This is an optimization exercise on Yosys and OpenROAD, whose aim is small area and a short achievable clock period, not a production implementation. Only simulation tests tie the RTL to the original design; equivalence was not proved. No activity file was given, so power comes from the tool's default toggle rates.

==> flow/design.v <==
module pll #(
    parameter PHASE_BITS = 32,
    parameter [0:0] OPT_TRACK_FREQUENCY = 1'b1,
    parameter [PHASE_BITS-1:0] INITIAL_PHASE_STEP = 0,
    parameter [0:0] OPT_GLITCHLESS = 1'b1
) (
    input wire i_clk,
    input wire i_reset,
    input wire i_ld,
    input wire [PHASE_BITS-1:0] i_step,
    input wire i_ce,
    input wire i_input,
    input wire [4:0] i_lgcoeff,
    output wire [PHASE_BITS-1:0] o_phase,
    output reg [1:0] o_err
);
    reg agreed_output;
    reg [31:0] ctr, r_step;
    reg [4:0] lgc;        
    always @(posedge i_clk)
        lgc <= i_lgcoeff;
    wire [31:0] pge, fge;
    genvar i, l;
    generate
        for (i = 0; i < 32; i = i + 1) begin : g_mask
            assign pge[i] = (lgc >= 31 - i);
            if (i >= 1 && i <= 29 && (i % 2) == 1)
                assign fge[i] = (lgc >= (29 - i) / 2) && (lgc < 15);
            else if (i >= 30)
                assign fge[i] = (lgc < 15);
            else if (i >= 1)
                assign fge[i] = fge[i-1];
            else
                assign fge[i] = 1'b0;
        end
    endgenerate
    wire [31:0] pc = pge & ~{pge[30:0], 1'b0};
    wire s = ctr[31];
    wire pe = s ^ i_input;
    wire lead = agreed_output ^ s;      
    wire [31:0] g0 = ctr & r_step;
    wire [31:0] p0 = ctr ^ r_step;
    wire [31:0] G [0:5];
    wire [31:0] P [0:5];
    assign G[0] = g0;
    assign P[0] = p0;
    generate
        for (l = 0; l < 5; l = l + 1) begin : g_lvl
            for (i = 0; i < 32; i = i + 1) begin : g_bit
                if ((i >> l) & 1) begin
                    assign G[l+1][i] = G[l][i] | (P[l][i] & G[l][((i >> l) << l) - 1]);
                    assign P[l+1][i] = P[l][i] & P[l][((i >> l) << l) - 1];
                end else begin
                    assign G[l+1][i] = G[l][i];
                    assign P[l+1][i] = P[l][i];
                end
            end
        end
    endgenerate
    wire [31:0] sum0 = p0 ^ {G[5][30:0], 1'b0};
    wire [31:0] m = (sum0 ^ {32{lead}}) | ~pge;
    wire [31:0] A [0:5];
    assign A[0] = m;
    generate
        for (l = 0; l < 5; l = l + 1) begin : g_alvl
            for (i = 0; i < 32; i = i + 1) begin : g_abit
                if ((i >> l) & 1)
                    assign A[l+1][i] = A[l][i] & A[l][((i >> l) << l) - 1];
                else
                    assign A[l+1][i] = A[l][i];
            end
        end
    endgenerate
    wire [31:0] pflip = pge & {A[5][30:0], 1'b1};
    wire above = |(r_step & {pge[30:0], 1'b0});
    wire rk = |(r_step & pc);
    wire below = |(r_step & ~pge);
    wire cmp = above | (rk & below);
    wire hold = lead & ~cmp;
    wire [31:0] fm = (r_step ^ {32{lead}}) | ~fge;
    wire [31:0] B [0:5];
    assign B[0] = fm;
    generate
        for (l = 0; l < 5; l = l + 1) begin : g_blvl
            for (i = 0; i < 32; i = i + 1) begin : g_bbit
                if ((i >> l) & 1)
                    assign B[l+1][i] = B[l][i] & B[l][((i >> l) << l) - 1];
                else
                    assign B[l+1][i] = B[l][i];
            end
        end
    endgenerate
    wire [31:0] fflip = fge & {B[5][30:0], 1'b1};
    always @(posedge i_clk)
    if (i_reset)
        agreed_output <= 1'b0;
    else if (i_ce && !pe)
        agreed_output <= s;
    always @(posedge i_clk)
    if (i_reset)
        ctr <= 0;
    else if (i_ce)
        ctr <= !pe ? sum0 : hold ? ctr : (sum0 ^ pflip);
    assign o_phase = ctr;
    always @(posedge i_clk)
    if (i_reset)
        r_step <= 0;
    else if (i_ld)
        r_step <= {1'b0, i_step[30:0]};
    else if (i_ce && pe)
        r_step <= r_step ^ fflip;
    always @(posedge i_clk)
    if (i_reset)
        o_err <= 2'h0;
    else if (i_ce)
        o_err <= {pe & lead, pe};
endmodule
==> flow/config.mk <==
export PLATFORM = sky130hd
export DESIGN_NAME = pll
export DESIGN_NICKNAME = pll
export VERILOG_FILES = /design/flow/design.v
export SDC_FILE = /design/flow/constraint.sdc
export NUM_CORES = 4
export LEC_CHECK = 0
export CAP_MARGIN = 20
export CORE_MARGIN = 2
export CORE_UTILIZATION = 50
export CTS_BUF_LIST = sky130_fd_sc_hd__clkbuf_8
export CTS_CLUSTER_SIZE = 40
export PLACE_DENSITY = 0.7
export SETUP_SLACK_MARGIN = 1.8
export SLEW_MARGIN = 20
==> flow/constraint.sdc <==
create_clock -name core_clock -period 5.2 [get_ports {i_clk}]
set_input_delay 1.0400 -clock core_clock [delete_from_list [all_inputs] [get_ports {i_clk}]]
set_output_delay 1.0400 -clock core_clock [all_outputs]
set_load 0.01 [all_outputs]
standard.sh (not shown) runs the stock make flow with config.mk's settings and CLKGATE_MAP_FILE= SYNTH_SCRIPT=/design/flow/synth_recipe.tcl, a recipe that flattens the netlist after the stock synthesis.
==> flow/flow/run.sh <==
#!/bin/bash
# Own layout flow. It is the standard layout (standard.sh) except for the
# mapping of the logic between the flip-flops:
#  1. the standard synthesis runs unchanged (standard.sh synth);
#  2. the design is synthesised again with the same Yosys steps up to the
#     flip-flop mapping, so the flip-flops come out with the same names and
#     cells; then the gates are mapped with a delay-driven ABC script
#     (flow/map.abc) instead of the standard one;
set -euo pipefail
W=$PWD
RES=$W/orfs/results/$FLOW_PLATFORM/pll/base
LIB=$FLOW_HOME/platforms/sky130hd/lib/sky130_fd_sc_hd__tt_025C_1v80.lib
CFG=$FLOW_HOME/platforms/sky130hd/config.mk
YOSYS=$FLOW_HOME/../tools/install/yosys/bin/yosys
[ -x "$YOSYS" ] || YOSYS=yosys

bash standard.sh synth > $W/log_1_std_synth.txt 2>&1
cp $RES/1_2_yosys.v $W/std_1_2_yosys.v

DU=""
for c in sky130_fd_sc_hd__probe_p_8 sky130_fd_sc_hd__probec_p_8 \
    $(grep -o "sky130_fd_sc_hd__lpflow_[a-z0-9_]*" $CFG); do
  DU="$DU -dont_use $c"
done
cat > $W/own_synth.ys <<EOS
read_liberty -lib $LIB
read_verilog -defer $FLOW_DESIGN
hierarchy -check -top $FLOW_TOP
synth -flatten -nofsm -noshare -top $FLOW_TOP -run :fine
synth -nofsm -noshare -top $FLOW_TOP -run fine:
rename -wire
opt -purge
dfflibmap -liberty $LIB $DU
opt
setundef -zero
abc -script $W/flow/map.abc -liberty $LIB $DU
opt_clean -purge
hilomap -singleton -hicell sky130_fd_sc_hd__conb_1 HI -locell sky130_fd_sc_hd__conb_1 LO
splitnets
insbuf -buf sky130_fd_sc_hd__buf_4 A X
opt_clean -purge
rename -hide w:*\$func\$*
check -assert -mapped
stat -liberty $LIB
write_verilog -noattr -nohex -nodec $W/own_1_2_yosys.v
EOS
$YOSYS -l $W/log_2_own_synth.txt -q $W/own_synth.ys > /dev/null

grep -oE "sky130_fd_sc_hd__[a-z]*df[a-z0-9_]* +[^ ]+" $W/std_1_2_yosys.v | sort > $W/ff_std.txt
grep -oE "sky130_fd_sc_hd__[a-z]*df[a-z0-9_]* +[^ ]+" $W/own_1_2_yosys.v | sort > $W/ff_own.txt
cmp $W/ff_std.txt $W/ff_own.txt
cp $W/own_1_2_yosys.v $RES/1_2_yosys.v
touch $RES/1_2_yosys.v

export BUFFER_PORTS_ARGS="-buffer_cell sky130_fd_sc_hd__buf_1"
export SKIP_INCREMENTAL_REPAIR=1
bash standard.sh finish > $W/log_3_finish.txt 2>&1
==> flow/flow/map.abc <==
strash
dch -f
map -D 2500
buffer -p
upsize -D 2500
dnsize -D 2500
Next try:
--- a/flow/design.v
+++ b/flow/design.v
@@ -69,16 +69,13 @@
                 else
                     assign A[l+1][i] = A[l][i];
             end
         end
     endgenerate
     wire [31:0] pflip = pge & {A[5][30:0], 1'b1};
-    wire above = |(r_step & {pge[30:0], 1'b0});
-    wire rk = |(r_step & pc);
-    wire below = |(r_step & ~pge);
-    wire cmp = above | (rk & below);
+    wire cmp = |(r_step & pge);
     wire hold = lead & ~cmp;
     wire [31:0] fm = (r_step ^ {32{lead}}) | ~fge;
     wire [31:0] B [0:5];
     assign B[0] = fm;
     generate
         for (l = 0; l < 5; l = l + 1) begin : g_blvl
Design area came out lower by 5.4%.
Synthesized cell count came out lower by 9.2%.
Sequential cell count does not change.
First-iteration DRC count came out lower by 7.3%.
Wire length came out lower by 9.7%.
Total power came out higher by 1.3%.

## what the ideal ports hide
The results above use ideal ports. As a check the final layouts listed here were re-extracted and re-timed, cells and wires unchanged.
Step 1 (the two cells are an assumption about what drives the block):
set clk [get_ports {i_clk}]
set_driving_cell -lib_cell sky130_fd_sc_hd__clkbuf_16 $clk
set_driving_cell -lib_cell sky130_fd_sc_hd__buf_2 [delete_from_list [all_inputs] $clk]
Step 2 adds t to the input delays and takes it off the output delays; t is the mean of the earliest and latest rising clock arrival at the registers after step 1. Input paths then give back, and output paths get back, about the clock's delay inside the block.
Slacks: no drivers / after step 1 / after step 2; pairs: no drivers / after step 1.
| run | t, ns | setup slack, ns | latest minus earliest clock arrival (ns) |
|---|---|---|---|
| the first run | 0.420 | 1.701 / 1.701 / 1.500 | 0.009 / 0.008 |
| the second run | 0.435 | 1.717 / 1.717 / 1.704 | 0.015 / 0.015 |
After both steps setup and hold are still met in every run listed. The setup slack of the first run, which loses most, moves by 0.000 ns with the drivers and by -0.201 ns with both steps.
